Context: an optimization exercise on an open-source flow, tuned for small area. The choices shown serve that exercise and are no tape-out recipe. The RTL was checked by simulation tests, not by an equivalence proof against the original design. No activity file was given, so power comes from the tool's default toggle rates.

<file path="design.v">
`timescale 1 ns / 1 ps
module fifo_hold(q, ld_a, ld_b, nd, y);
	input q, ld_a, ld_b, nd;
	output y;
	assign y = ~((~q & ~ld_a) | (ld_b & nd));
endmodule
module fifo_aoi222(a0, s0, a1, s1, a2, s2, y);
	input a0, s0, a1, s1, a2, s2;
	output y;
	assign y = ~((a0 & s0) | (a1 & s1) | (a2 & s2));
endmodule
module fifo_nand5(a, y);
	input [4:0] a;
	output y;
	assign y = ~&a;
endmodule
module fifo(clk,reset,r,w,data_in,out,full,empty,
	cnt_w_next,cnt_w,cnt_r_next,cnt_r);
	input clk,reset,r,w;
	input [7:0] data_in;
	output wire [7:0] out;
	output reg full,empty;
	output wire [3:0] cnt_w_next,cnt_r_next;
	output reg [3:0] cnt_w, cnt_r;
	assign cnt_w_next = cnt_w + {3'b000, w};
	assign cnt_r_next = cnt_r + {3'b000, r};
	always @(posedge clk) begin
		if (reset) begin
			cnt_w <= 4'd0;
			cnt_r <= 4'd0;
			empty <= 1'b1;
			full  <= 1'b0;
		end else begin
			cnt_w <= cnt_w_next;
			cnt_r <= cnt_r_next;
			empty <= ((cnt_r_next == cnt_w) & ~w & r) | (empty & ~w);
			full  <= ((cnt_w_next == cnt_r) & w & ~r) | (full & ~r);
		end
	end
	wire [3:0] wlo, whi;
	assign wlo[0] = w & ~cnt_w[1] & ~cnt_w[0];
	assign wlo[1] = w & ~cnt_w[1] &  cnt_w[0];
	assign wlo[2] = w &  cnt_w[1] & ~cnt_w[0];
	assign wlo[3] = w &  cnt_w[1] &  cnt_w[0];
	assign whi[0] = ~cnt_w[3] & ~cnt_w[2];
	assign whi[1] = ~cnt_w[3] &  cnt_w[2];
	assign whi[2] =  cnt_w[3] & ~cnt_w[2];
	assign whi[3] =  cnt_w[3] &  cnt_w[2];
	wire [7:0] nd = ~(data_in & {8{~reset}});
	wire [14:0] ld;
	reg [119:0] m;
	genvar k, b;
	generate
		for (k = 0; k < 15; k = k + 1) begin : slot
			assign ld[k] = reset | (wlo[k % 4] & whi[k / 4]);
			for (b = 0; b < 8; b = b + 1) begin : bt
				wire y;
				fifo_hold u (.q(m[8*k+b]), .ld_a(ld[k]), .ld_b(ld[k]), .nd(nd[b]), .y(y));
				always @(posedge clk)
					m[8*k+b] <= y;
			end
		end
	endgenerate
	wire [3:0] rlo, rhi;
	assign rlo[0] = ~cnt_r[1] & ~cnt_r[0];
	assign rlo[1] = ~cnt_r[1] &  cnt_r[0];
	assign rlo[2] =  cnt_r[1] & ~cnt_r[0];
	assign rlo[3] =  cnt_r[1] &  cnt_r[0];
	assign rhi[0] = ~cnt_r[3] & ~cnt_r[2];
	assign rhi[1] = ~cnt_r[3] &  cnt_r[2];
	assign rhi[2] =  cnt_r[3] & ~cnt_r[2];
	assign rhi[3] =  cnt_r[3] &  cnt_r[2];
	wire [14:0] sel;
	generate
		for (k = 0; k < 15; k = k + 1) begin : rsel
			if (k == 13)
				assign sel[k] = rhi[3] & cnt_r[0] & (~cnt_r[1] | r);
			else
				assign sel[k] = rlo[k % 4] & rhi[k / 4];
		end
		for (b = 0; b < 8; b = b + 1) begin : rbit
			wire [4:0] t;
			for (k = 0; k < 5; k = k + 1) begin : grp
				fifo_aoi222 u (.a0(m[8*(3*k)+b]), .s0(sel[3*k]),
					.a1(m[8*(3*k+1)+b]), .s1(sel[3*k+1]),
					.a2(m[8*(3*k+2)+b]), .s2(sel[3*k+2]), .y(t[k]));
			end
			fifo_nand5 o (.a(t), .y(out[b]));
		end
	endgenerate
endmodule
</file>
<file path="flow/run.sh">
#!/bin/bash
# Own layout flow: the standard flow (standard synthesis unchanged) with
#  - every combinational cell downsized after floorplan (repair re-sizes where needed),
#  - minimum-size buffers on the ports,
#  - a clock tree of small buffers without dummy loads.
set -euo pipefail
here=$(pwd)
export POST_FLOORPLAN_TCL=$here/flow/downsize.tcl
export BUFFER_PORTS_ARGS="-buffer_cell sky130_fd_sc_hd__buf_1"
export CTS_ARGS="-sink_clustering_enable -repair_clock_nets -buf_list sky130_fd_sc_hd__clkbuf_4 -sink_clustering_size 20 -sink_clustering_max_diameter 60 -dont_use_dummy_load"
bash standard.sh > $here/standard_flow.log 2>&1
</file>
<file path="flow/downsize.tcl">
# Replace every combinational cell by the smallest-area cell of the same
# family (same function, other drive strength); later repair steps size
# cells up again where slew, capacitance or timing need it.
set db [ord::get_db]
set block [ord::get_db_block]
set dont_use {}
if {[info exists ::env(DONT_USE_CELLS)]} { set dont_use $::env(DONT_USE_CELLS) }
set n 0
set saved 0.0
foreach inst [$block getInsts] {
  set m [$inst getMaster]
  set mn [$m getName]
  if {![regexp {^(sky130_fd_sc_hd__[a-z0-9]+)_(\d+)$} $mn -> base sz]} { continue }
  if {[regexp {^sky130_fd_sc_hd__(tap|fill|decap|lpflow|clkdly|dly|conb|probe)} $mn]} { continue }
  set best $m
  set best_area [expr {[$m getWidth] * [$m getHeight]}]
  foreach s {0 1 2 3 4 6 8 12 16} {
    set cn "${base}_$s"
    if {$cn eq $mn || [lsearch -exact $dont_use $cn] >= 0} { continue }
    set c [$db findMaster $cn]
    if {$c eq "NULL" || $c eq ""} { continue }
    set a [expr {[$c getWidth] * [$c getHeight]}]
    if {$a < $best_area} { set best $c; set best_area $a }
  }
  if {$best ne $m} {
    set saved [expr {$saved + ([$m getWidth] * [$m getHeight] - $best_area) / 1e6}]
    replace_cell [$inst getName] [$best getName]
    incr n
  }
}
puts "downsize: replaced $n cells, [format %.1f $saved] um2 less"
</file>
<file path="standard.sh">
#!/bin/bash
# synth_recipe.tcl (not shown) runs the flow's synth.tcl, then flattens the netlist and writes it again
# the make line also repeats each setting of config.mk as NAME=value (left out here)
make -C /OpenROAD-flow-scripts/flow DESIGN_CONFIG=/design/flow/config.mk WORK_HOME=/design/flow/orfs CLKGATE_MAP_FILE= SYNTH_SCRIPT=/design/flow/synth_recipe.tcl "${@:-finish}"
</file>
<file path="config.mk">
export PLATFORM = sky130hd
export DESIGN_NAME = fifo
export DESIGN_NICKNAME = fifo
export VERILOG_FILES = /design/flow/design.v
export SDC_FILE = /design/flow/constraint.sdc
export NUM_CORES = 4
export LEC_CHECK = 0
export CAP_MARGIN = 20
export CORE_MARGIN = 2
export CORE_UTILIZATION = 70
export PLACE_DENSITY = 0.8
export SLEW_MARGIN = 20
export SYNTH_HIERARCHICAL = 1
</file>
<file path="constraint.sdc">
create_clock -name core_clock -period 5.0 [get_ports {clk}]
set_input_delay 1.0000 -clock core_clock [delete_from_list [all_inputs] [get_ports {clk}]]
set_output_delay 1.0000 -clock core_clock [all_outputs]
set_load 0.01 [all_outputs]
</file>
==> key figures, run 1 <==
Die
  • Die width: 93.0 um
  • Initial core utilization: 72.2%
  • IO Pins: 38
  • Core box area: 7690 um2
  • Full die area: 8660 um2
  • Core Rows: 32
  • Die height: 93.0 um

Clock network
  • Clock Sinks: 130
  • Cts hold-fix bufs: 0
  • Num CTS Buffers: 17
  • Clk Latency, worst-skew pair: 0.52 ns
  • Post-CTS setup buffers: 0
  • Clk buf depth: 2
  • Root buffer cell: clkbuf_4
  • H-tree depth: 4
  • Clock Pin Slew Worst Setup and Hold Paths: 0.08 ns
  • PostCTS Resize Cnt: 0
  • CTS tree: done

Global routing
  • GR Util All Layers: 29.6%
  • Initial antenna violation count: 0
  • First-pass GRT wire length: 19,400 um
  • Largest net degree at the start of global routing: 25
  • Vias in the first global route: 3,551
  • Gr ovfl total: 0

Logic synthesis
  • Synth Register Bits: 130
  • Synth area leader: dfxtp_1
  • Mapped Area: 5550 um2
  • Top cells by area, synth: dfxtp_1 (47%), a2bb2oi_2 (32%), a222oi_1 (7.2%)
  • Synth top cells by count: dfxtp_1 (130), a2bb2oi_2 (120), a222oi_1 (40), nand2_1 (14), nand3_1 (13)
  • Number of flops mapped to enable cells by yosys: 0
  • Mapped Cells: 406
  • Synth Area per Inst: 13.7 um2
  • Syn nets: 422
  • Post-synth ARST share: 0%
  • Most common cell in the netlist: dfxtp_1
  • Post-synthesis sequential area ratio: 46.9%
  • Yosys top cell area share: 46.9%
  • Yosys cell types: 31
  • Warnings, synthesis: 7
  • Predominant post-synthesis flop cell: dfxtp_1

Timing
  • TNS Setup: 0 ns
  • Pins Over Slew Limit: 0
  • Final Cycle Share: 80.1%
  • Unrepaired setup endpoints after global routing: false
  • Slew @ Worst Pin: 1.12 ns
  • Fin. Hold Viols: 0
  • Worst rel slew slack: 25.1%
  • Post-route setup slack: 0.993 ns
  • Clk_skew: 0.0470 ns
  • F_max: 250 MHz
  • Setup violators final: 0
  • Fin crit period: 4.01 ns
  • Hold Slack: 0.478 ns

Worst setup path
  • Worst path required time: 4.00 ns
  • Crit. End Element: output port
  • CP Launch Type: flip-flop
  • Critical-path maximum fanout: 12
  • CP Class: reg -> out
  • R2R depth: 5
  • WP data arrival: 3.01 ns

Place
  • Cell count after placement: 545
  • Placed wire-length estimate: 8060 um
  • Worst slack, placed: 1.50 ns
  • Port Buffers: 37
  • DP Area: 5050 um2
  • GP Congestion: 0.928

Route
  • Via count: 3,860
  • Initial drt markers: 392
  • # DRC: 0
  • Vias per inst: 6.86
  • Avg WL per Cell: 21.7 um
  • Routed WL: 12,200 um
  • Pre-antenna DRT Iters: 8
  • Final ANT Viol Nets: 0

Power and ir drop
  • Clock power share: 23.5%
  • Reg power frac: 61.4%
  • Overall power: 1.97 mW
  • Switching Fraction: 26.5%
  • Worst vdd ir: 251 uV
  • Lkg Pwr: 2.03 nW
  • Pwr dens: 378 nW/um2
  • P_sw: 521 uW
  • Internal power: 1.45 mW
  • Comb power frac: 15.1%

Hold path
  • Worst hold path type: reg -> reg
  • Hold depth: 1

Final layout
  • Non-Filler Instances: 563
  • Share of layout cells above drive strength 1: 7.59%
  • Post-route cell area: 5200 um2
  • Area growth syn-to-layout: -6.20%
  • Antenna cells: 0
  • Nets: 479
  • Layout Utilization: 67.7%

Job
  • Max-Cap Viols: 0

Run status
  • Status: complete, no violations
-- modules after synthesis, one instance, submodules excluded --
module / flip-flops and latches / times used
fifo: 130 / 1
fifo_hold: 0 / 120
fifo_nand5: 0 / 8
fifo_aoi222: 0 / 40
-- power by group through the flow --
stage | clock network, mW | logic [mW] | registers, mW
2_1_floorplan | 0 | 0.315 | 1.23
3_3_place_gp | 0 | 0.282 | 1.22
3_5_place_dp | 0 | 0.291 | 1.23
4_1_cts | 0.468 | 0.292 | 1.20
5_1_grt | 0.513 | 0.320 | 1.22
6_report | 0.462 | 0.297 | 1.21
-- logic make-up (layout without fill, tap and decap cells) --
group | after synthesis | in the layout | share of synthesized area [%]
adders and majority gates | 4 | 4 | 0.902
AOI/OAI and AO/OA | 177 | 177 | 41.7
and+or+nand+nor | 68 | 68 | 6.36
buffers and inverters | 14 | 69 | 1.44
DFF | 130 | 130 | 46.9
xor gates and xnor gates | 13 | 13 | 2.66
-- state kept, by name, summed over array words and instances, names as in the netlist --
| register | count |
|---|---|
| cnt_w | 4 |
| empty | 1 |
| full | 1 |
| m | 120 |
| cnt_r | 4 |
-- metal layers --
layer	wire, um	vias up	GRT usage, %
li1	-	1802	-
met3	1010	25	7.33
met4	296	0	14.0
met5	0	-	0
met2	5560	190	43.8
met1	5340	1843	40.9
-- path summary, 6_finish.rpt --
| check | startpoint | endpoint | slack (ns) |
|---|---|---|---|
| worst max-delay path | cnt_r[2]$_SDFF_PP0_ | out[4] | 0.99 |
| worst min register to register | m[28]$_DFF_P_ | m[28]$_DFF_P_ | 0.48 |
| worst min-delay path | m[28]$_DFF_P_ | m[28]$_DFF_P_ | 0.48 |
| worst max register to register | cnt_r[0]$_SDFF_PP0_ | empty$_SDFF_PP1_ | 3.18 |
-- layout make-up --
type | count | area [um2]
sequential | 130 | 2600
fill | 603 | 2480
multi-input combinational | 262 | 2110
timing repair buffer | 48 | 221
clock buffer | 17 | 128
tap | 102 | 128
inverter | 4 | 15.0
-- critical path, stage by stage (launching register included) --
cell	delay, ns
dfxtp_1	0.62
nand2b_1	0.17
nor3_1	0.88
a222oi_1	0.32
and3_1	0.27
nand3_1	0.10
buf_1	0.16
-- cell usage in the layout (no fill, tap or decap) --
cell type and instances:
o31ai_2 1, nand2_1 14, buf_4 11, and4_1 1, nor3_2 2, buf_1 37, nor4_1 2, o31ai_4 1
nor2_1 8, ha_1 4, nand3b_1 2, a32o_1 1, inv_1 4, o21ai_1 2, clkbuf_4 17, and2_1 4
nand3_1 13, a222oi_1 40, nand2b_1 4, a311o_1 1, nor2b_1 5, o31ai_1 1, and3_1 8, a31o_2 3
xor2_1 4, a21oi_1 1, nor3b_1 1, nor3_1 4, dfxtp_1 130, o21ai_0 6, xnor2_1 9, a2bb2oi_1 120
==> run 2, diff against run 1 <==
--- a/design.v
+++ b/design.v
@@ -24,6 +24,7 @@
 	output reg [3:0] cnt_w, cnt_r;
 	assign cnt_w_next = cnt_w + {3'b000, w};
 	assign cnt_r_next = cnt_r + {3'b000, r};
+	wire ptr_eq = (cnt_w_next == cnt_r_next);
 	always @(posedge clk) begin
 		if (reset) begin
 			cnt_w <= 4'd0;
@@ -33,8 +34,8 @@
 		end else begin
 			cnt_w <= cnt_w_next;
 			cnt_r <= cnt_r_next;
-			empty <= ((cnt_r_next == cnt_w) & ~w & r) | (empty & ~w);
-			full  <= ((cnt_w_next == cnt_r) & w & ~r) | (full & ~r);
+			empty <= (ptr_eq & ~w & r) | (empty & ~w);
+			full  <= (ptr_eq & w & ~r) | (full & ~r);
 		end
 	end
 	wire [3:0] wlo, whi;
--- a/config.mk
+++ b/config.mk
@@ -5,9 +5,9 @@
 export SDC_FILE = /design/flow/constraint.sdc
 export NUM_CORES = 4
 export LEC_CHECK = 0
-export CAP_MARGIN = 20
+export CAP_MARGIN = 5
 export CORE_MARGIN = 2
 export CORE_UTILIZATION = 70
 export PLACE_DENSITY = 0.8
-export SLEW_MARGIN = 20
+export SLEW_MARGIN = 5
 export SYNTH_HIERARCHICAL = 1
==> run 2 against run 1 <==
  * Still clean on timing, DRC and antenna
  * Sequential share of layout area is 0.40 points higher
  * Largest cell class unchanged
  * Non-clock buffer count is 1 higher
  * Wire length is 4.1% lower
  * Critical endpoint is now out[1]
  * Sequential power hardly changed
  * Register-to-register slack worse by 0.12 ns
  * Global-route usage is 1.1 points lower
  * Utilization is 0.19 points lower
  * Sequential cell count stayed put
  * First-iteration DRC count is 34% higher
  * Clock power is 2% lower
==> key figures, run 2 <==
Run status
  • Status: complete, no violations

Timing
  • Pins Over Slew Limit: 0
  • Clk_skew: 0.0291 ns
  • TNS Setup: 0 ns
  • Setup violators final: 0
  • Worst rel slew slack: 15.3%
  • Fin crit period: 3.85 ns
  • Unrepaired setup endpoints after global routing: false
  • F_max: 260 MHz
  • Final Cycle Share: 77.1%
  • Slew @ Worst Pin: 1.26 ns
  • Fin. Hold Viols: 0

Logic synthesis
  • Top cells by area, synth: dfxtp_1 (48%), a2bb2oi_2 (33%), a222oi_1 (7.3%)
  • Post-synthesis sequential area ratio: 47.6%
  • Warnings, synthesis: 7
  • Yosys cell types: 27
  • Predominant post-synthesis flop cell: dfxtp_1
  • Yosys top cell area share: 47.6%
  • Mapped Area: 5470 um2
  • Synth area leader: dfxtp_1
  • Synth Area per Inst: 13.5 um2
  • Most common cell in the netlist: dfxtp_1
  • Synth Register Bits: 130
  • Syn nets: 422
  • Synth top cells by count: dfxtp_1 (130), a2bb2oi_2 (120), a222oi_1 (40), nand2_1 (16)
  • Post-synth ARST share: 0%
  • Mapped Cells: 406
  • Number of flops mapped to enable cells by yosys: 0

Clock network
  • Clock Sinks: 130
  • Cts hold-fix bufs: 0
  • H-tree depth: 4
  • Num CTS Buffers: 17
  • Clk buf depth: 2
  • CTS tree: done
  • Clock Pin Slew Worst Setup and Hold Paths: 0.09 ns
  • Clk Latency, worst-skew pair: 0.49 ns
  • Post-CTS setup buffers: 0
  • PostCTS Resize Cnt: 0
  • Root buffer cell: clkbuf_4

Die
  • Initial core utilization: 71.6%
  • Full die area: 8540 um2
  • Die height: 92.4 um
  • Core Rows: 32
  • Die width: 92.4 um
  • IO Pins: 38
  • Core box area: 7650 um2

Power and ir drop
  • Lkg Pwr: 2.05 nW
  • Internal power: 1.44 mW
  • P_sw: 511 uW
  • Worst vdd ir: 230 uV
  • Reg power frac: 61.9%
  • Comb power frac: 14.9%
  • Switching Fraction: 26.1%
  • Clock power share: 23.2%
  • Pwr dens: 378 nW/um2

Worst setup path
  • Worst path required time: 4.00 ns
  • CP Class: reg -> out
  • Critical-path maximum fanout: 11
  • Crit. End Element: output port
  • CP Launch Type: flip-flop
  • WP data arrival: 2.85 ns

Final layout
  • Antenna cells: 0
  • Post-route cell area: 5160 um2
  • Max reg flops: 120
  • Share of layout cells above drive strength 1: 7.13%
  • Largest reg by FF count: m
  • Commonest cells after routing, fill and taps aside: dfxtp_1 (130), a2bb2oi_1 (120), a222oi_1 (40), buf_1 (37), clkbuf_4 (17)
  • Biggest regs: m (120), cnt_r (4), cnt_w (4)
  • Nets: 481
  • Area growth syn-to-layout: -5.65%
  • Commonest non-fill, non-tap cell in the layout: dfxtp_1

Route
  • Final ANT Viol Nets: 0
  • Via count: 3,820
  • # DRC: 0
  • Pre-antenna DRT Iters: 8
  • Routed WL: 11,700 um
  • Vias per inst: 6.76
  • Initial drt markers: 525
  • Avg WL per Cell: 20.7 um

Global routing
  • Largest net degree at the start of global routing: 24
  • Vias in the first global route: 3,563
  • Initial antenna violation count: 0
  • First-pass GRT wire length: 18,800 um
  • Gr ovfl total: 0
  • GR Util All Layers: 28.5%

Place
  • Port Buffers: 37
  • GP Congestion: 0.851
  • DP Area: 5040 um2
  • Placed wire-length estimate: 7960 um

Hold path
  • Worst hold path type: reg -> reg

Job
  • Max-Cap Viols: 0
==> run 2: cell count changes in the layout (fill, tap and decap cells not counted), moves of 3 or more <==
cell     previous run  this run
nor3_1              4         7
inv_1               4         7
a31o_2              3         0
xnor2_1             9         5
and2_1              4         0
nor2_1              8        13
==> run 2: power by group through the flow <==
stage	logic, mW	clock network (mW)	registers, mW
CTS	0.288	0.463	1.21
floorplan	0.315	0	1.23
global placement	0.278	0	1.23
global route	0.314	0.508	1.22
detailed placement	0.287	0	1.23
finish	0.292	0.453	1.21
==> run 2: final cells by class <==
| cell class | instances | area, um2 |
|---|---|---|
| inverters | 7 | 26.3 |
| well taps | 102 | 128 |
| clock buffers | 17 | 128 |
| flip-flops and latches | 130 | 2600 |
| repair buffers | 49 | 229 |
| multi-input cells | 260 | 2050 |
| fillers | 609 | 2480 |
==> run 2: worst paths after layout <==
| path | depth (start not counted) | to | slack, ns | from |
|---|---|---|---|---|
| worst max-delay path | 5 | out[1] | 1.15 | cnt_r[2]$_SDFF_PP0_ |
| worst min register to register | 2 | full$_SDFF_PP0_ | 0.48 | full$_SDFF_PP0_ |
| worst min-delay path | 2 | full$_SDFF_PP0_ | 0.48 | full$_SDFF_PP0_ |
| worst max register to register | 3 | m[84]$_DFF_P_ | 3.06 | cnt_w[1]$_SDFF_PP0_ |
==> run 2: cell families after synthesis <==
family	count (synthesis)	share of synthesized area (%)
xor gates and xnor gates	8	1.42
DFF	130	47.6
adders and majority gates	4	0.915
buffers and inverters	16	1.35
AOI/OAI and AO/OA	177	42.3
and+or+nand+nor	71	6.45
==> run 2: per-module statistics from Yosys, one instance, submodules excluded <==
module / times used / cell area (um2) / cells inside / flip-flops and latches
fifo: 1 / 3180 / 230 / 130
fifo_hold: 120 / 15.0 / 1 / 0
fifo_nand5: 8 / 11.3 / 2 / 0
fifo_aoi222: 40 / 10.0 / 1 / 0
==> run 2: routing by layer <==
| metal | vias up | global-route usage [%] | share of wire [%] |
|---|---|---|---|
| met3 | 22 | 6.51 | 7.3 |
| li1 | 1812 | - | - |
| met2 | 150 | 43.2 | 44 |
| met1 | 1836 | 40.3 | 46 |
| met4 | 0 | 9.70 | 2.2 |
| met5 | - | 0 | 0 |
==> run 2: metrics by stage <==
stage / worst slack, ns / hold slack (ns) / utilization [%] / cells / total power [mW]
5_1_grt: 0.970 / 0.485 / 67.5 / 565 / 2.04
3_5_place_dp: 1.49 / 0.457 / 65.9 / 548 / 1.52
3_3_place_gp: 1.53 / 0.443 / 65.9 / 548 / 1.50
6_report: 1.15 / 0.475 / 67.5 / 565 / 1.95
2_1_floorplan: 1.33 / 0.465 / - / 406 / 1.54
4_1_cts: 1.22 / 0.476 / 67.5 / 565 / 1.96
==> run 2: critical path, cell delays in order, from the launching register on <==
cell	delay, ns
dfxtp_1	0.43
nor4_1	1.06
a222oi_1	0.35
and3_1	0.28
nand3_1	0.08
buf_1	0.16
==> run 3, diff against run 2 <==
--- a/config.mk
+++ b/config.mk
@@ -7,7 +7,7 @@
 export LEC_CHECK = 0
 export CAP_MARGIN = 5
 export CORE_MARGIN = 2
-export CORE_UTILIZATION = 70
-export PLACE_DENSITY = 0.8
+export CORE_UTILIZATION = 80
+export PLACE_DENSITY = 0.9
 export SLEW_MARGIN = 5
 export SYNTH_HIERARCHICAL = 1
==> run 3 against run 2 <==
  * Wire length increased by 6.2%
  * Power increased by 0.72%
  * Via count increased by 3.7%
  * Synthesized cell count unchanged
  * Combinational power increased by 3%
  * Critical path type unchanged
==> key figures, run 3 <==
Route
  • Via count: 3,961
  • Initial drt markers: 721
  • Pre-antenna DRT Iters: 8
  • Avg WL per Cell: 23.0 um
  • Routed WL: 12,400 um
  • Final ANT Viol Nets: 0
  • Vias per inst: 7.32
  • # DRC: 0

Final layout
  • Largest reg by FF count: m
  • Area growth syn-to-layout: -6.33%
  • Layout Utilization: 76.3%
  • Max reg flops: 120
  • Antenna cells: 0
  • Biggest regs: m (120), cnt_r (4), cnt_w (4)
  • Layout fillers: 451
  • Commonest non-fill, non-tap cell in the layout: dfxtp_1
  • Share of layout cells above drive strength 1: 6.94%
  • Commonest cells after routing, fill and taps aside: dfxtp_1 (130), a2bb2oi_1 (120), a222oi_1 (40), buf_1 (37), clkbuf_4 (17)
  • Nets: 479

Worst setup path
  • CP Class: reg -> out
  • Critical-path maximum fanout: 11
  • Worst path required time: 4.00 ns
  • Crit. End Element: output port
  • Crit path max-delay family: simple AND/OR/NAND/NOR gates
  • Slowest library cell on the worst path: nor3_1
  • WP data arrival: 2.95 ns
  • Slowest cell delay on critical path: 0.81 ns
  • Buffers & Inverters on Critical Path: 1
  • CP Launch Type: flip-flop
  • Critical path cell sequence: nand2b_1 > nor3_1 > a222oi_1 > and3_1 > nand3_1 > buf_1

Timing
  • Pins Over Slew Limit: 0
  • Unrepaired setup endpoints after global routing: false
  • F_max: 253 MHz
  • Worst rel slew slack: 14.2%
  • Fin. Hold Viols: 0
  • Setup violators final: 0
  • Slew @ Worst Pin: 1.28 ns
  • Hold Slack: 0.477 ns
  • TNS Setup: 0 ns
  • Final Cycle Share: 79.0%
  • Clk_skew: 0.0408 ns
  • Fin crit period: 3.95 ns

Clock network
  • Num CTS Buffers: 17
  • Clk Latency, worst-skew pair: 0.52 ns
  • Cts hold-fix bufs: 0
  • Clock Pin Slew Worst Setup and Hold Paths: 0.12 ns
  • H-tree depth: 4
  • Clk buf depth: 2
  • Post-CTS setup buffers: 0
  • Root buffer cell: clkbuf_4
  • Clock Sinks: 130
  • CTS tree: done
  • PostCTS Resize Cnt: 0

Global routing
  • Gr ovfl total: 0
  • Largest net degree at the start of global routing: 24
  • Initial antenna violation count: 1
  • GR Util All Layers: 34.2%
  • First-pass GRT wire length: 19,300 um
  • Vias in the first global route: 3,672

Place
  • Placed wire-length estimate: 8210 um
  • GP Congestion: 0.947
  • Port Buffers: 37

Die
  • Die width: 86.7 um
  • Full die area: 7520 um2
  • Core box area: 6720 um2
  • IO Pins: 38
  • Die height: 86.7 um
  • Initial core utilization: 81.5%
  • Core Rows: 30

Logic synthesis
  • Mapped Area: 5470 um2
  • Yosys top cell area share: 47.6%
  • Synth Area per Inst: 13.5 um2
  • Mapped Cells: 406
  • Warnings, synthesis: 7
  • Post-synth ARST share: 0%
  • Most common cell in the netlist: dfxtp_1
  • Number of flops mapped to enable cells by yosys: 0
  • Predominant post-synthesis flop cell: dfxtp_1
  • Synth top cells by count: dfxtp_1 (130), a2bb2oi_2 (120), a222oi_1 (40), nand2_1 (16)
  • Post-synthesis sequential area ratio: 47.6%
  • Yosys cell types: 27
  • Synth area leader: dfxtp_1
  • Syn nets: 422
  • Top cells by area, synth: dfxtp_1 (48%), a2bb2oi_2 (33%), a222oi_1 (7.3%)
  • Synth Register Bits: 130

Power and ir drop
  • Pwr dens: 384 nW/um2
  • Lkg Pwr: 2.04 nW
  • Worst vdd ir: 328 uV
  • Overall power: 1.97 mW

Hold path
  • Worst hold path type: reg -> reg

Run status
  • Status: complete, no violations

Job
  • Max-Cap Viols: 0
==> run 3: cell types whose count changed in the layout (fill, tap and decap cells not counted) <==
cell	previous run	this run
o31ai_2	2	3
buf_4	12	10
o31ai_1	2	1
==> run 3: worst paths after layout <==
path,start,to,slack (ns),cells past startpoint
min reg2reg,m[82]$_DFF_P_,m[82]$_DFF_P_,0.48,1
max reg2reg,cnt_w[2]$_SDFF_PP0_,m[55]$_DFF_P_,2.79,3
max,cnt_r[2]$_SDFF_PP0_,out[2],1.05,6
min,m[82]$_DFF_P_,m[82]$_DFF_P_,0.48,1
==> run 3: power by group <==
part | total, mW | internal, mW | switching [mW] | leakage (nW)
Clock | 0.457 | 0.155 | 0.302 | 0.0782
Combinational | 0.300 | 0.147 | 0.153 | 0.865
Sequential | 1.21 | 1.14 | 0.0696 | 1.09
Total | 1.97 | 1.44 | 0.524 | 2.04
==> run 3: cells by family (layout without fill, tap and decap cells) <==
kind of cell,count (synthesis),after routing,share of synthesized area [%]
buf+inv,16,71,1.35
fa+ha+maj,4,4,0.915
xor+xnor,8,8,1.42
compound gates,177,177,42.3
flops,130,130,47.6
simple gates,71,71,6.45
==> run 3: through the flow <==
step	instance area, um2	std cells	setup WS [ns]
after floorplan	5470	406	1.33
after global placement	5000	524	1.58
after detailed placement	5000	524	1.53
after CTS	5130	541	1.12
after global routing	5130	541	0.951
final	5130	541	1.05
==> run 3: metal layers <==
metal  track usage (%)  vias up  wire length [um]
met4              14.1        0               377
met5                 0        -                 0
met2              53.1      254              5610
met3              9.14       39              1230
li1                  -     1797                 -
met1              45.5     1871              5220
==> run 3: Yosys stat by module, one instance, submodules excluded <==
| module | area, um2 | cells | copies in the design | flops+latches |
|---|---|---|---|---|
| fifo | 3180 | 230 | 1 | 130 |
| fifo_aoi222 | 10.0 | 1 | 40 | 0 |
| fifo_hold | 15.0 | 1 | 120 | 0 |
| fifo_nand5 | 11.3 | 2 | 8 | 0 |
==> run 3: layout make-up <==
type	instances	area [um2]	share of cell area (%)
timing repair buffer	47	214	4.17
tap	80	100	1.95
inverter	7	26.3	0.513
clock buffer	17	128	2.49
sequential	130	2600	50.8
multi-input combinational	260	2060	40.1
==> run 4, diff against run 3 <==
--- a/design.v
+++ b/design.v
@@ -8,6 +8,11 @@
 	input a0, s0, a1, s1, a2, s2;
 	output y;
 	assign y = ~((a0 & s0) | (a1 & s1) | (a2 & s2));
+endmodule
+module fifo_load(reset, lo, hi, y);
+	input reset, lo, hi;
+	output y;
+	assign y = (lo & hi) | reset;
 endmodule
 module fifo_nand5(a, y);
 	input [4:0] a;
@@ -53,7 +58,7 @@
 	genvar k, b;
 	generate
 		for (k = 0; k < 15; k = k + 1) begin : slot
-			assign ld[k] = reset | (wlo[k % 4] & whi[k / 4]);
+			fifo_load l (.reset(reset), .lo(wlo[k % 4]), .hi(whi[k / 4]), .y(ld[k]));
 			for (b = 0; b < 8; b = b + 1) begin : bt
 				wire y;
 				fifo_hold u (.q(m[8*k+b]), .ld_a(ld[k]), .ld_b(ld[k]), .nd(nd[b]), .y(y));
==> run 4 against run 3 <==
  * Combinational power is 4% lower
  * Sequential share of layout area is 0.60 points higher
  * Largest cell class unchanged
  * Synthesized cell count is 1.7% lower
  * Still clean on timing, DRC and antenna
  * Clock power is 2% higher
  * Clock-buffer cell count stayed put
  * First-iteration DRC count is 0.55% lower
  * Via count is 2.3% lower
  * Sequential cell count stayed put
  * Final cell count is 2.0% lower
  * Non-clock buffer count is 9 lower
  * Die area is 0.20% higher
==> key figures, run 4 <==
Worst setup path
  • Critical-path maximum fanout: 11
  • Crit. End Element: output port
  • Worst path required time: 4.00 ns
  • CP Class: reg -> out
  • WP data arrival: 2.90 ns
  • CP Launch Type: flip-flop

Timing
  • F_max: 256 MHz
  • Fin crit period: 3.90 ns
  • Pins Over Slew Limit: 0
  • Unrepaired setup endpoints after global routing: false
  • Worst rel slew slack: 15.8%
  • Clk_skew: 0.0399 ns
  • Post-route setup slack: 1.10 ns
  • Slew @ Worst Pin: 1.25 ns
  • Final Cycle Share: 78.0%
  • TNS Setup: 0 ns
  • Hold Slack: 0.480 ns
  • Setup violators final: 0
  • Fin. Hold Viols: 0

Final layout
  • Largest reg by FF count: m
  • Biggest regs: m (120), cnt_r (4), cnt_w (4)
  • Area growth syn-to-layout: -7.62%
  • Layout fillers: 467
  • Multi-input gate area: 2070 um2
  • Nets: 468
  • Reg area: 2600 um2
  • Antenna cells: 0
  • Commonest cells after routing, fill and taps aside: dfxtp_1 (130), a2bb2oi_1 (120), a222oi_1 (40), buf_1 (37), clkbuf_4 (17)
  • Share of layout cells above drive strength 1: 4.00%
  • Layout Utilization: 75.4%
  • Commonest non-fill, non-tap cell in the layout: dfxtp_1
  • Max reg flops: 120

Place
  • Port Buffers: 37
  • Placed wire-length estimate: 8090 um
  • Worst slack, placed: 1.52 ns
  • GP Congestion: 0.890

Die
  • Core box area: 6720 um2
  • Core Rows: 30
  • Die height: 86.8 um
  • Full die area: 7530 um2
  • IO Pins: 38
  • Die width: 86.8 um
  • Initial core utilization: 81.6%

Logic synthesis
  • Predominant post-synthesis flop cell: dfxtp_1
  • Post-synthesis sequential area ratio: 47.5%
  • Synth top cells by count: dfxtp_1 (130), a2bb2oi_2 (120), a222oi_1 (40), a21o_1 (15), nor2_1 (14)
  • Mapped Cells: 399
  • Synth Register Bits: 130
  • Yosys top cell area share: 47.5%
  • Most common cell in the netlist: dfxtp_1
  • Synth Area per Inst: 13.7 um2
  • Top cells by area, synth: dfxtp_1 (47%), a2bb2oi_2 (33%), a222oi_1 (7.3%)
  • Number of flops mapped to enable cells by yosys: 0
  • Synth area leader: dfxtp_1
  • Yosys cell types: 26
  • Syn nets: 415
  • Mapped Area: 5480 um2
  • Warnings, synthesis: 7
  • Post-synth ARST share: 0%

Route
  • # DRC: 0
  • Avg WL per Cell: 22.9 um
  • Final ANT Viol Nets: 0
  • Pre-antenna DRT Iters: 12
  • Routed WL: 12,200 um
  • Vias per inst: 7.30
  • Initial drt markers: 717
  • Via count: 3,870

Run status
  • Status: complete, no violations

Global routing
  • M3 GR Usage: 10.1%
  • GR Util All Layers: 33.4%
  • Gr ovfl total: 0
  • First-pass GRT wire length: 18,900 um
  • Vias in the first global route: 3,555
  • Initial antenna violation count: 0
  • GR peak layer: met2
  • Largest net degree at the start of global routing: 34
  • Routing usage on met1: 45.4%
  • Met2 Use GR: 50.2%

Clock network
  • Post-CTS setup buffers: 0
  • Clk buf depth: 2
  • Cts hold-fix bufs: 0
  • Clock Pin Slew Worst Setup and Hold Paths: 0.08 ns
  • Clk Latency, worst-skew pair: 0.52 ns
  • CTS tree: done
  • Clock Sinks: 130
  • Num CTS Buffers: 17
  • H-tree depth: 4
  • Root buffer cell: clkbuf_4
  • PostCTS Resize Cnt: 0

Power and ir drop
  • Lkg Pwr: 2.08 nW
  • Worst vdd ir: 275 uV
  • Overall power: 1.96 mW
  • Pwr dens: 387 nW/um2

Hold path
  • Worst hold path type: reg -> reg

Job
  • Max-Cap Viols: 0
-- run 4: path summary, 6_finish.rpt --
path	startpoint	endpoint	slack [ns]	cells after the start
max	cnt_r[2]$_SDFF_PP0_	out[3]	1.10	6
min	m[4]$_DFF_P_	m[4]$_DFF_P_	0.48	1
max reg2reg	cnt_r[0]$_SDFF_PP0_	empty$_SDFF_PP1_	3.09	6
min reg2reg	m[4]$_DFF_P_	m[4]$_DFF_P_	0.48	1
-- run 4: stage by stage --
stage | instances | cell area [um2]
after floorplan | 399 | 5480
after global placement | 513 | 4940
after detailed placement | 513 | 4940
after CTS | 530 | 5070
after global routing | 530 | 5070
final | 530 | 5070
-- run 4: final cells by class --
type | instances | area share, %
Clock buffer | 17 | 2.52
Inverter | 6 | 0.445
Multi-Input combinational cell | 259 | 40.8
Sequential cell | 130 | 51.4
Tap cell | 80 | 1.98
Timing Repair Buffer | 38 | 2.89
-- run 4: layer usage --
| layer | vias to the layer above | routed length (um) |
|---|---|---|
| li1 | 1762 | - |
| met1 | 1807 | 5080 |
| met2 | 259 | 5330 |
| met3 | 42 | 1290 |
| met4 | 0 | 458 |
| met5 | - | 0 |
-- run 4: worst max-delay path, stage by stage (launching register included) --
cell,delay [ns]
dfxtp_1,0.58
nand2b_1,0.17
nor3_1,0.81
a222oi_1,0.34
and3_1,0.27
nand3_1,0.09
buf_1,0.16
-- run 4: cells by family after synthesis --
family                   share of synthesized area [%]
buffers and inverters                            0.844
XOR/XNOR                                          1.28
AND/OR/NAND/NOR                                   6.69
AO/OA/AOI/OAI                                     42.8
flip-flops                                        47.5
adder cells (fa/ha/maj)                          0.913
-- run 4: where the power goes --
group	total, mW	leakage (nW)	internal (mW)	switching, mW
sequential	1.21	1.09	1.14	0.0667
combinational	0.289	0.904	0.143	0.146
clock	0.465	0.0782	0.155	0.310
-- run 4: modules after synthesis, one instance, submodules excluded --
module | times used | flops+latches
fifo_aoi222 | 40 | 0
fifo_hold | 120 | 0
fifo | 1 | 130
fifo_load | 15 | 0
fifo_nand5 | 8 | 0
==> run 5, diff against run 4 <==
--- a/config.mk
+++ b/config.mk
@@ -7,7 +7,7 @@
 export LEC_CHECK = 0
 export CAP_MARGIN = 5
 export CORE_MARGIN = 2
-export CORE_UTILIZATION = 80
-export PLACE_DENSITY = 0.9
+export CORE_UTILIZATION = 70
+export PLACE_DENSITY = 0.8
 export SLEW_MARGIN = 5
 export SYNTH_HIERARCHICAL = 1
==> run 5 against run 4 <==
  * Final area increased by 0.69%
  * Critical endpoint is now out[4]
  * Critical path type unchanged
  * Maximum frequency is 1.1% lower
  * Highest routed layer unchanged
  * Global-route usage decreased by 4.2 points
  * Still clean
  * Combinational power rose by 2%
  * Synthesized cell count unchanged
  * Non-clock buffer count up 1
  * Synthesized area did not move
  * Largest power group unchanged
==> key figures, run 5 <==
Power and ir drop
  • Clock power share: 23.5%
  • Worst vdd ir: 231 uV
  • Switching Fraction: 26.5%
  • Comb power frac: 15.0%
  • Reg power frac: 61.5%
  • Lkg Pwr: 2.08 nW
  • P_sw: 519 uW
  • Pwr dens: 384 nW/um2
  • Internal power: 1.44 mW

Global routing
  • Gr ovfl total: 0
  • Vias in the first global route: 3,547
  • GR Util All Layers: 29.2%
  • Initial antenna violation count: 0
  • Largest net degree at the start of global routing: 34
  • First-pass GRT wire length: 18,800 um

Logic synthesis
  • Syn nets: 415
  • Yosys top cell area share: 47.5%
  • Mapped Area: 5480 um2
  • Number of flops mapped to enable cells by yosys: 0
  • Yosys cell types: 26
  • Synth Register Bits: 130
  • Synth Area per Inst: 13.7 um2
  • Most common cell in the netlist: dfxtp_1
  • Warnings, synthesis: 7
  • Post-synthesis sequential area ratio: 47.5%
  • Mapped Cells: 399
  • Top cells by area, synth: dfxtp_1 (47%), a2bb2oi_2 (33%), a222oi_1 (7.3%)
  • Synth area leader: dfxtp_1
  • Post-synth ARST share: 0%
  • Predominant post-synthesis flop cell: dfxtp_1
  • Synth top cells by count: dfxtp_1 (130), a2bb2oi_2 (120), a222oi_1 (40), a21o_1 (15), nor2_1 (14)

Clock network
  • Cts hold-fix bufs: 0
  • Clk buf depth: 2
  • Clock Sinks: 130
  • CTS tree: done
  • PostCTS Resize Cnt: 0
  • H-tree depth: 4
  • Clk Latency, worst-skew pair: 0.52 ns
  • Num CTS Buffers: 17
  • Clock Pin Slew Worst Setup and Hold Paths: 0.09 ns
  • Post-CTS setup buffers: 0
  • Root buffer cell: clkbuf_4

Die
  • Initial core utilization: 71.7%
  • Die width: 92.5 um
  • Die height: 92.5 um
  • Core box area: 7650 um2
  • Core Rows: 32
  • Full die area: 8560 um2
  • IO Pins: 38

Worst setup path
  • Critical-path maximum fanout: 11
  • Crit. End Element: output port
  • Slowest library cell on the worst path: nor3_1
  • Slowest cell delay on critical path: 0.78 ns
  • CP Launch Type: flip-flop
  • Critical path cell sequence: nand2b_1 > nor3_1 > a222oi_1 > and3_1 > nand3_1 > buf_1
  • WP data arrival: 2.94 ns
  • Worst path required time: 4.00 ns
  • CP Class: reg -> out

Timing
  • TNS Setup: 0 ns
  • Setup violators final: 0
  • Slew @ Worst Pin: 1.18 ns
  • Fin crit period: 3.94 ns
  • Worst rel slew slack: 20.9%
  • Final Cycle Share: 78.8%
  • F_max: 254 MHz
  • Fin. Hold Viols: 0
  • Pins Over Slew Limit: 0
  • Unrepaired setup endpoints after global routing: false
  • Clk_skew: 0.0321 ns

Route
  • Pre-antenna DRT Iters: 9
  • # DRC: 0
  • Avg WL per Cell: 21.7 um
  • Vias per inst: 6.87
  • Routed WL: 12,000 um
  • Via count: 3,799
  • Final ANT Viol Nets: 0
  • Initial drt markers: 516

Place
  • Placed wire-length estimate: 7990 um
  • Port Buffers: 37
  • DP Area: 4970 um2
  • GP Congestion: 0.873

Hold path
  • Worst hold path type: reg -> reg

Final layout
  • Layout fillers: 629
  • Largest reg by FF count: m
  • Commonest cells after routing, fill and taps aside: dfxtp_1 (130), a2bb2oi_1 (120), a222oi_1 (40), buf_1 (37), clkbuf_4 (17)
  • Max reg flops: 120
  • Antenna cells: 0
  • Nets: 469
  • Post-route cell area: 5100 um2
  • Share of layout cells above drive strength 1: 4.21%
  • Commonest non-fill, non-tap cell in the layout: dfxtp_1
  • Biggest regs: m (120), cnt_r (4), cnt_w (4)
  • Area growth syn-to-layout: -6.98%

Job
  • Max-Cap Viols: 0

Run status
  • Status: complete, no violations
## run 5: cell counts after synthesis
No cell type changed its count.
## run 5: final timing paths
path,from,end,slack [ns],depth (start not counted)
worst max-delay path,cnt_r[1]$_SDFF_PP0_,out[4],1.06,6
worst min-delay path,full$_SDFF_PP0_,full$_SDFF_PP0_,0.48,2
worst max register to register,cnt_w[0]$_SDFF_PP0_,m[76]$_DFF_P_,3.14,3
worst min register to register,full$_SDFF_PP0_,full$_SDFF_PP0_,0.48,2
## run 5: power groups by stage
stage / logic (mW) / registers [mW] / clock network [mW]
floorplan: 0.305 / 1.23 / 0
global placement: 0.281 / 1.22 / 0
detailed placement: 0.289 / 1.23 / 0
CTS: 0.290 / 1.20 / 0.469
global route: 0.315 / 1.22 / 0.509
finish: 0.294 / 1.21 / 0.462
## run 5: layer usage
| layer | vias to the layer above | global-route usage, % | wire length [um] |
|---|---|---|---|
| met5 | - | 0 | 0 |
| met4 | 0 | 12.2 | 290 |
| met3 | 25 | 7.81 | 931 |
| met2 | 157 | 44.3 | 5510 |
| met1 | 1851 | 39.7 | 5280 |
| li1 | 1766 | - | - |
## run 5: layout make-up
type                       instances  area, um2  share of cell area [%]
inverter                           6       22.5                   0.442
multi-input combinational        259       2070                    40.5
timing repair buffer              39        154                    3.02
sequential                       130       2600                    51.0
tap                              102        128                    2.50
clock buffer                      17        128                    2.50
## run 5: cell families after synthesis
group	synth area share, %
XOR/XNOR	1.28
AO/OA/AOI/OAI	42.8
buffers and inverters	0.844
adder cells (fa/ha/maj)	0.913
AND/OR/NAND/NOR	6.69
flip-flops	47.5
## run 5: worst max-delay path, delay by kind of cell (launching register included)
family / cells / cell delay, ns
AO/OA/AOI/OAI: 1 / 0.33
flip-flops: 1 / 0.59
AND/OR/NAND/NOR: 4 / 1.34
buffers and inverters: 1 / 0.17
## run 5: through the flow
step                      power (mW)  cells  hold WS, ns  setup slack [ns]  utilization, %
after floorplan                 1.53    399        0.465              2.18               -
after global placement          1.50    536        0.442              1.57            65.0
after detailed placement        1.52    536        0.457              1.48            65.0
after CTS                       1.96    553        0.475              1.14            66.7
after global routing            2.04    553        0.484             0.923            66.7
final                           1.96    553        0.477              1.06            66.7
## run 5: Yosys stat by module (local to each module, per instance)
| module | copies in the design | cells |
|---|---|---|
| fifo | 1 | 208 |
| fifo_aoi222 | 40 | 1 |
| fifo_hold | 120 | 1 |
| fifo_load | 15 | 1 |
| fifo_nand5 | 8 | 2 |
==> run 6, diff against run 5 <==
--- a/design.v
+++ b/design.v
@@ -14,6 +14,27 @@
 	output y;
 	assign y = (lo & hi) | reset;
 endmodule
+module fifo_ha(a, b, s, c);
+	input a, b;
+	output s, c;
+	assign s = a ^ b;
+	assign c = a & b;
+endmodule
+module fifo_xor2(a, b, y);
+	input a, b;
+	output y;
+	assign y = a ^ b;
+endmodule
+module fifo_inv(a, y);
+	input a;
+	output y;
+	assign y = ~a;
+endmodule
+module fifo_nand2(a, b, y);
+	input a, b;
+	output y;
+	assign y = ~(a & b);
+endmodule
 module fifo_nand5(a, y);
 	input [4:0] a;
 	output y;
@@ -27,8 +48,15 @@
 	output reg full,empty;
 	output wire [3:0] cnt_w_next,cnt_r_next;
 	output reg [3:0] cnt_w, cnt_r;
-	assign cnt_w_next = cnt_w + {3'b000, w};
-	assign cnt_r_next = cnt_r + {3'b000, r};
+	wire [3:1] wc, rc;
+	fifo_ha hw0 (.a(cnt_w[0]), .b(w),     .s(cnt_w_next[0]), .c(wc[1]));
+	fifo_ha hw1 (.a(cnt_w[1]), .b(wc[1]), .s(cnt_w_next[1]), .c(wc[2]));
+	fifo_ha hw2 (.a(cnt_w[2]), .b(wc[2]), .s(cnt_w_next[2]), .c(wc[3]));
+	fifo_xor2 xw3 (.a(cnt_w[3]), .b(wc[3]), .y(cnt_w_next[3]));
+	fifo_ha hr0 (.a(cnt_r[0]), .b(r),     .s(cnt_r_next[0]), .c(rc[1]));
+	fifo_ha hr1 (.a(cnt_r[1]), .b(rc[1]), .s(cnt_r_next[1]), .c(rc[2]));
+	fifo_ha hr2 (.a(cnt_r[2]), .b(rc[2]), .s(cnt_r_next[2]), .c(rc[3]));
+	fifo_xor2 xr3 (.a(cnt_r[3]), .b(rc[3]), .y(cnt_r_next[3]));
 	wire ptr_eq = (cnt_w_next == cnt_r_next);
 	always @(posedge clk) begin
 		if (reset) begin
@@ -52,11 +80,16 @@
 	assign whi[1] = ~cnt_w[3] &  cnt_w[2];
 	assign whi[2] =  cnt_w[3] & ~cnt_w[2];
 	assign whi[3] =  cnt_w[3] &  cnt_w[2];
-	wire [7:0] nd = ~(data_in & {8{~reset}});
+	wire nreset;
+	wire [7:0] nd;
+	fifo_inv ir (.a(reset), .y(nreset));
 	wire [14:0] ld;
 	reg [119:0] m;
 	genvar k, b;
 	generate
+		for (b = 0; b < 8; b = b + 1) begin : din
+			fifo_nand2 n (.a(data_in[b]), .b(nreset), .y(nd[b]));
+		end
 		for (k = 0; k < 15; k = k + 1) begin : slot
 			fifo_load l (.reset(reset), .lo(wlo[k % 4]), .hi(whi[k / 4]), .y(ld[k]));
 			for (b = 0; b < 8; b = b + 1) begin : bt
==> run 6 against run 5 <==
  * Largest cell class unchanged
  * Power down 0.52%
  * Sequential share of layout area up 0.20 points
  * Sequential power about the same
  * Combinational power about the same
  * First-iteration DRC count down 0.78%
  * Global-route usage up 0.37 points
  * Critical path depth unchanged
  * Highest routed layer unchanged
  * Synthesized area down 1.3%
==> key figures, run 6 <==
Logic synthesis
  • Mapped Cells: 390
  • Yosys cell types: 22
  • Most common cell in the netlist: dfxtp_1
  • Synth Area per Inst: 13.9 um2
  • Number of flops mapped to enable cells by yosys: 0
  • Post-synthesis sequential area ratio: 48.1%
  • Top cells by area, synth: dfxtp_1 (48%), a2bb2oi_2 (33%), a222oi_1 (7.4%)
  • Synth top cells by count: dfxtp_1 (130), a2bb2oi_2 (120), a222oi_1 (40), a21o_1 (15), nand2_1 (13)
  • Syn nets: 408
  • Warnings, synthesis: 7
  • Predominant post-synthesis flop cell: dfxtp_1
  • Yosys top cell area share: 48.1%
  • Synth area leader: dfxtp_1
  • Synth Register Bits: 130
  • Post-synth ARST share: 0%
  • Mapped Area: 5420 um2

Place
  • Worst slack, placed: 1.49 ns
  • Port Buffers: 37
  • DP Area: 4950 um2
  • Cell count after placement: 532
  • Placed wire-length estimate: 8070 um
  • GP Congestion: 0.847

Die
  • Die width: 92.0 um
  • Full die area: 8460 um2
  • Initial core utilization: 71.2%
  • IO Pins: 38
  • Core Rows: 32
  • Core box area: 7610 um2
  • Die height: 92.0 um

Final layout
  • Antenna cells: 0
  • Non-Filler Instances: 549
  • Biggest regs: m (120), cnt_r (4), cnt_w (4)
  • Commonest cells after routing, fill and taps aside: dfxtp_1 (130), a2bb2oi_1 (120), a222oi_1 (40), buf_1 (37), clkbuf_4 (17)
  • Area growth syn-to-layout: -6.17%
  • Commonest non-fill, non-tap cell in the layout: dfxtp_1
  • Post-route cell area: 5080 um2
  • Layout Utilization: 66.8%
  • Share of layout cells above drive strength 1: 4.47%
  • Nets: 467
  • Max reg flops: 120
  • Largest reg by FF count: m

Hold path
  • Worst-case hold path end point: full$_SDFF_PP0_
  • Hold Startpoint: full$_SDFF_PP0_
  • Worst hold path type: reg -> reg
  • Hold depth: 2

Power and ir drop
  • Internal power: 1.44 mW
  • Reg power frac: 61.8%
  • Comb power frac: 14.9%
  • Pwr dens: 384 nW/um2
  • Switching Fraction: 26.1%
  • Clock power share: 23.3%
  • Lkg Pwr: 2.08 nW
  • Worst vdd ir: 247 uV
  • Overall power: 1.95 mW
  • P_sw: 510 uW

Worst setup path
  • RR Startpoint: cnt_w[0]$_SDFF_PP0_
  • Critical-path maximum fanout: 10
  • R2r setup slk: 3.05 ns
  • R2R depth: 3
  • CP Launch Type: flip-flop
  • Worst path required time: 4.00 ns
  • CP Class: reg -> out
  • WP data arrival: 2.89 ns
  • R2r endpoint: m[65]$_DFF_P_
  • Crit. End Element: output port

Clock network
  • Post-CTS setup buffers: 0
  • CTS tree: done
  • Clk Latency, worst-skew pair: 0.49 ns
  • Cts hold-fix bufs: 0
  • Clk buf depth: 2
  • Num CTS Buffers: 17
  • Clock Sinks: 130
  • Root buffer cell: clkbuf_4
  • H-tree depth: 4
  • PostCTS Resize Cnt: 0
  • Clock Pin Slew Worst Setup and Hold Paths: 0.09 ns

Global routing
  • Largest net degree at the start of global routing: 27
  • GR Util All Layers: 29.6%
  • First-pass GRT wire length: 18,900 um
  • Initial antenna violation count: 0
  • Vias in the first global route: 3,444
  • Gr ovfl total: 0

Route
  • Final ANT Viol Nets: 0
  • Initial drt markers: 512
  • Avg WL per Cell: 22.1 um
  • Pre-antenna DRT Iters: 8
  • # DRC: 0
  • Via count: 3,743
  • Vias per inst: 6.82
  • Routed WL: 12,100 um

Timing
  • Hold Slack: 0.471 ns
  • Clk_skew: 0.0330 ns
  • Slew @ Worst Pin: 1.15 ns
  • Final Cycle Share: 77.7%
  • Fin crit period: 3.89 ns
  • Post-route setup slack: 1.11 ns
  • Setup violators final: 0
  • TNS Setup: 0 ns
  • Fin. Hold Viols: 0
  • F_max: 257 MHz
  • Pins Over Slew Limit: 0
  • Unrepaired setup endpoints after global routing: false
  • Worst rel slew slack: 22.6%

Run status
  • Status: complete, no violations

Job
  • Max-Cap Viols: 0
-- run 6: changes by cell type in the layout (fill, tap and decap cells not counted), sizes merged, moves of 2 or more --
cell,previous run,this run
nand2b,12,4
nor2,14,10
nor2b,5,10
nand2,5,13
ha,4,6
inv,6,3
nand3,12,9
-- run 6: cell type report --
cell class | instances | area [um2]
clock buffers | 17 | 128
flip-flops and latches | 130 | 2600
repair buffers | 40 | 161
well taps | 102 | 128
inverters | 3 | 11.3
multi-input cells | 257 | 2050
fillers | 607 | 2530
-- run 6: worst max path at each step --
stage	startpoint	cells past startpoint	to
floorplan	r	4	cnt_r_next[3]
global placement	r	7	out[3]
detailed placement	r	7	out[0]
CTS	cnt_r[2]$_SDFF_PP0_	6	out[3]
global route	cnt_r[1]$_SDFF_PP0_	6	out[3]
finish	cnt_r[0]$_SDFF_PP0_	6	out[3]
-- run 6: power by group through the flow --
stage | Combinational (mW) | Sequential (mW) | Clock [mW]
after floorplan | 0.299 | 1.23 | 0
after global placement | 0.279 | 1.22 | 0
after detailed placement | 0.287 | 1.23 | 0
after CTS | 0.287 | 1.20 | 0.461
after global routing | 0.313 | 1.22 | 0.504
final | 0.291 | 1.21 | 0.454
-- run 6: kinds of logic after synthesis --
logic type / Yosys count / share of synthesized area (%)
and+or+nand+nor: 66 / 6.22
adders and majority gates: 6 / 1.39
xor gates and xnor gates: 6 / 0.970
AOI/OAI and AO/OA: 179 / 43.2
buffers and inverters: 3 / 0.208
DFF: 130 / 48.1
-- run 6: routing by layer --
metal / vias up / track usage, % / wire, um
met5: - / 0 / 0
met4: 0 / 9.95 / 344
met3: 34 / 8.38 / 826
met2: 162 / 46.8 / 5770
met1: 1792 / 39.2 / 5170
li1: 1755 / - / -
-- run 6: Yosys stat by module (local to each module, per instance) --
module | times used | flip-flops and latches
fifo_inv | 1 | 0
fifo | 1 | 130
fifo_aoi222 | 40 | 0
fifo_nand5 | 8 | 0
fifo_ha | 6 | 0
fifo_load | 15 | 0
fifo_hold | 120 | 0
fifo_nand2 | 8 | 0
fifo_xor2 | 2 | 0
-- run 6: worst max-delay path: stages (launching register included) --
cell and delay [ns]:
dfxtp_1 0.52, nand2_1 0.15, nor3_1 0.82, a222oi_1 0.38, and3_1 0.27, nand3_1 0.10, buf_1 0.16
==> run 7, diff against run 6 <==
--- a/config.mk
+++ b/config.mk
@@ -5,9 +5,9 @@
 export SDC_FILE = /design/flow/constraint.sdc
 export NUM_CORES = 4
 export LEC_CHECK = 0
-export CAP_MARGIN = 5
+export CAP_MARGIN = 0
 export CORE_MARGIN = 2
 export CORE_UTILIZATION = 70
 export PLACE_DENSITY = 0.8
-export SLEW_MARGIN = 5
+export SLEW_MARGIN = 0
 export SYNTH_HIERARCHICAL = 1
==> run 7 against run 6 <==
  * Power unchanged
  * Register-to-register slack about the same
  * Global-route usage unchanged
  * Still clean
  * Die area unchanged
  * Clock-buffer cell count unchanged
  * Sequential share of layout area unchanged
  * Clock power about the same
  * Utilization unchanged
  * Sequential power about the same
  * Final cell count unchanged
  * Via count unchanged
==> key figures, run 7 <==
Clock network
  • Root buffer cell: clkbuf_4
  • CTS tree: done
  • Clock Pin Slew Worst Setup and Hold Paths: 0.09 ns
  • Cts hold-fix bufs: 0
  • H-tree depth: 4
  • Clk buf depth: 2
  • Num CTS Buffers: 17
  • PostCTS Resize Cnt: 0
  • Clk Latency, worst-skew pair: 0.49 ns
  • Post-CTS setup buffers: 0
  • Clock Sinks: 130

Place
  • GP Congestion: 0.847
  • Port Buffers: 37
  • Cell count after placement: 532
  • DP Area: 4950 um2
  • Placed wire-length estimate: 8070 um
  • Worst slack, placed: 1.49 ns

Timing
  • Pins Over Slew Limit: 0
  • Fin. Hold Viols: 0
  • Hold Slack: 0.471 ns
  • Setup violators final: 0
  • Worst rel slew slack: 22.6%
  • F_max: 257 MHz
  • Clk_skew: 0.0330 ns
  • Slew @ Worst Pin: 1.15 ns
  • TNS Setup: 0 ns
  • Post-route setup slack: 1.11 ns
  • Fin crit period: 3.89 ns
  • Final Cycle Share: 77.7%
  • Unrepaired setup endpoints after global routing: false

Final layout
  • Max reg flops: 120
  • Commonest non-fill, non-tap cell in the layout: dfxtp_1
  • Layout Utilization: 66.8%
  • Nets: 467
  • Post-route cell area: 5080 um2
  • Non-Filler Instances: 549
  • Antenna cells: 0
  • Commonest cells after routing, fill and taps aside: dfxtp_1 (130), a2bb2oi_1 (120), a222oi_1 (40), buf_1 (37), clkbuf_4 (17)
  • Area growth syn-to-layout: -6.17%
  • Largest reg by FF count: m
  • Biggest regs: m (120), cnt_r (4), cnt_w (4)
  • Share of layout cells above drive strength 1: 4.47%

Power and ir drop
  • Comb power frac: 14.9%
  • Lkg Pwr: 2.08 nW
  • Internal power: 1.44 mW
  • Reg power frac: 61.8%
  • P_sw: 510 uW
  • Overall power: 1.95 mW
  • Worst vdd ir: 247 uV
  • Clock power share: 23.3%
  • Switching Fraction: 26.1%
  • Pwr dens: 384 nW/um2

Worst setup path
  • Crit. End Element: output port
  • CP Launch Type: flip-flop
  • CP Class: reg -> out
  • Worst path required time: 4.00 ns
  • Critical-path maximum fanout: 10
  • R2R depth: 3
  • WP data arrival: 2.89 ns

Global routing
  • GR Util All Layers: 29.6%
  • First-pass GRT wire length: 18,900 um
  • Gr ovfl total: 0
  • Vias in the first global route: 3,444
  • Initial antenna violation count: 0
  • Largest net degree at the start of global routing: 27

Hold path
  • Hold depth: 2
  • Worst hold path type: reg -> reg

Logic synthesis
  • Most common cell in the netlist: dfxtp_1
  • Warnings, synthesis: 7
  • Syn nets: 408
  • Synth top cells by count: dfxtp_1 (130), a2bb2oi_2 (120), a222oi_1 (40), a21o_1 (15), nand2_1 (13)
  • Number of flops mapped to enable cells by yosys: 0
  • Top cells by area, synth: dfxtp_1 (48%), a2bb2oi_2 (33%), a222oi_1 (7.4%)
  • Synth area leader: dfxtp_1
  • Synth Area per Inst: 13.9 um2
  • Post-synth ARST share: 0%
  • Yosys cell types: 22
  • Yosys top cell area share: 48.1%
  • Mapped Area: 5420 um2
  • Synth Register Bits: 130
  • Predominant post-synthesis flop cell: dfxtp_1
  • Post-synthesis sequential area ratio: 48.1%
  • Mapped Cells: 390

Die
  • Initial core utilization: 71.2%
  • Die height: 92.0 um
  • IO Pins: 38
  • Core Rows: 32
  • Core box area: 7610 um2
  • Full die area: 8460 um2
  • Die width: 92.0 um

Route
  • M1 wire length: 5170 um
  • Via count: 3,743
  • Metal2 WL: 5770 um
  • Routed WL: 12,100 um
  • Avg WL per Cell: 22.1 um
  • # DRC: 0
  • Vias per inst: 6.82
  • Met3 wire length: 826 um
  • Final ANT Viol Nets: 0
  • Initial drt markers: 512
  • Top routing layer used: met4
  • Pre-antenna DRT Iters: 8

Job
  • Max-Cap Viols: 0

Run status
  • Status: complete, no violations
## run 7: area by class of cell
| class | count | area (um2) |
|---|---|---|
| Tap cell | 102 | 128 |
| Sequential cell | 130 | 2600 |
| Multi-Input combinational cell | 257 | 2050 |
| Timing Repair Buffer | 40 | 161 |
| Inverter | 3 | 11.3 |
| Fill cell | 607 | 2530 |
| Clock buffer | 17 | 128 |
## run 7: final timing paths
kind              slack [ns]           startpoint               to
hold / removal          0.47      full$_SDFF_PP0_  full$_SDFF_PP0_
setup / recovery        1.11  cnt_r[0]$_SDFF_PP0_           out[3]
setup reg to reg        3.05  cnt_w[0]$_SDFF_PP0_    m[65]$_DFF_P_
hold reg to reg         0.47      full$_SDFF_PP0_  full$_SDFF_PP0_
## run 7: cells by family after synthesis
| group | count (synthesis) | synth area share [%] |
|---|---|---|
| AOI/OAI and AO/OA | 179 | 43.2 |
| DFF | 130 | 48.1 |
| and+or+nand+nor | 66 | 6.22 |
| xor gates and xnor gates | 6 | 0.970 |
| adders and majority gates | 6 | 1.39 |
| buffers and inverters | 3 | 0.208 |
## run 7: critical path: stages, from the launching register on
cell and delay, ns:
dfxtp_1 0.52, nand2_1 0.15, nor3_1 0.82, a222oi_1 0.38, and3_1 0.27, nand3_1 0.10, buf_1 0.16
## run 7: modules after synthesis, one instance, submodules excluded
module       area, um2  cells
fifo              2880    182
fifo_hold         15.0      1
fifo_ha           12.5      1
fifo_nand5        11.3      2
fifo_aoi222       10.0      1
fifo_xor2         8.76      1
fifo_load         7.51      1
fifo_inv          3.75      1
fifo_nand2        3.75      1
## run 7: routing by layer
layer	global-route usage [%]	vias up
met5	0	-
met4	9.95	0
met3	8.38	34
met2	46.8	162
met1	39.2	1792
li1	-	1755
## run 7: power by group through the flow
stage	clock [mW]	combinational [mW]	sequential, mW
2_1_floorplan	0	0.299	1.23
3_3_place_gp	0	0.279	1.22
3_5_place_dp	0	0.287	1.23
4_1_cts	0.461	0.287	1.20
5_1_grt	0.504	0.313	1.22
6_report	0.454	0.291	1.21

-- separate check: timing with driven ports --
The flow's constraints put no driver on any port. The routed layouts listed below were extracted and timed again, unchanged, in two steps.
Step 1: set_driving_cell puts a clkbuf_16 on clk and a buf_2 on each other input, an assumption about the parent block.
Step 2 also shifts input and output timing later by t, the mid clock arrival at the registers, as if the neighbouring blocks saw the same clock.
a / b / c = no drivers / after step 1 / after step 2; a / b = the first two.
| run | t, ns | setup slack, ns | worst hold slack (ns) | worst register clock-pin slew, ns |
|---|---|---|---|---|
| run 1 | 0.526 | 0.993 / 0.962 / 1.388 | 0.478 / 0.478 / 0.478 | 0.12 / 0.12 |
| run 2 | 0.515 | 1.147 / 1.117 / 1.368 | 0.475 / 0.475 / 0.475 | 0.11 / 0.11 |
| run 3 | 0.528 | 1.048 / 1.016 / 1.426 | 0.477 / 0.477 / 0.477 | 0.12 / 0.12 |
| run 4 | 0.530 | 1.101 / 1.070 / 1.361 | 0.480 / 0.480 / 0.480 | 0.12 / 0.12 |
| run 5 | 0.532 | 1.058 / 1.028 / 1.399 | 0.477 / 0.477 / 0.477 | 0.12 / 0.12 |
| run 6 | 0.508 | 1.114 / 1.080 / 1.407 | 0.471 / 0.471 / 0.471 | 0.11 / 0.11 |
| run 7 | 0.508 | 1.114 / 1.080 / 1.407 | 0.471 / 0.471 / 0.471 | 0.11 / 0.11 |
After both steps setup and hold are still met in every run listed.
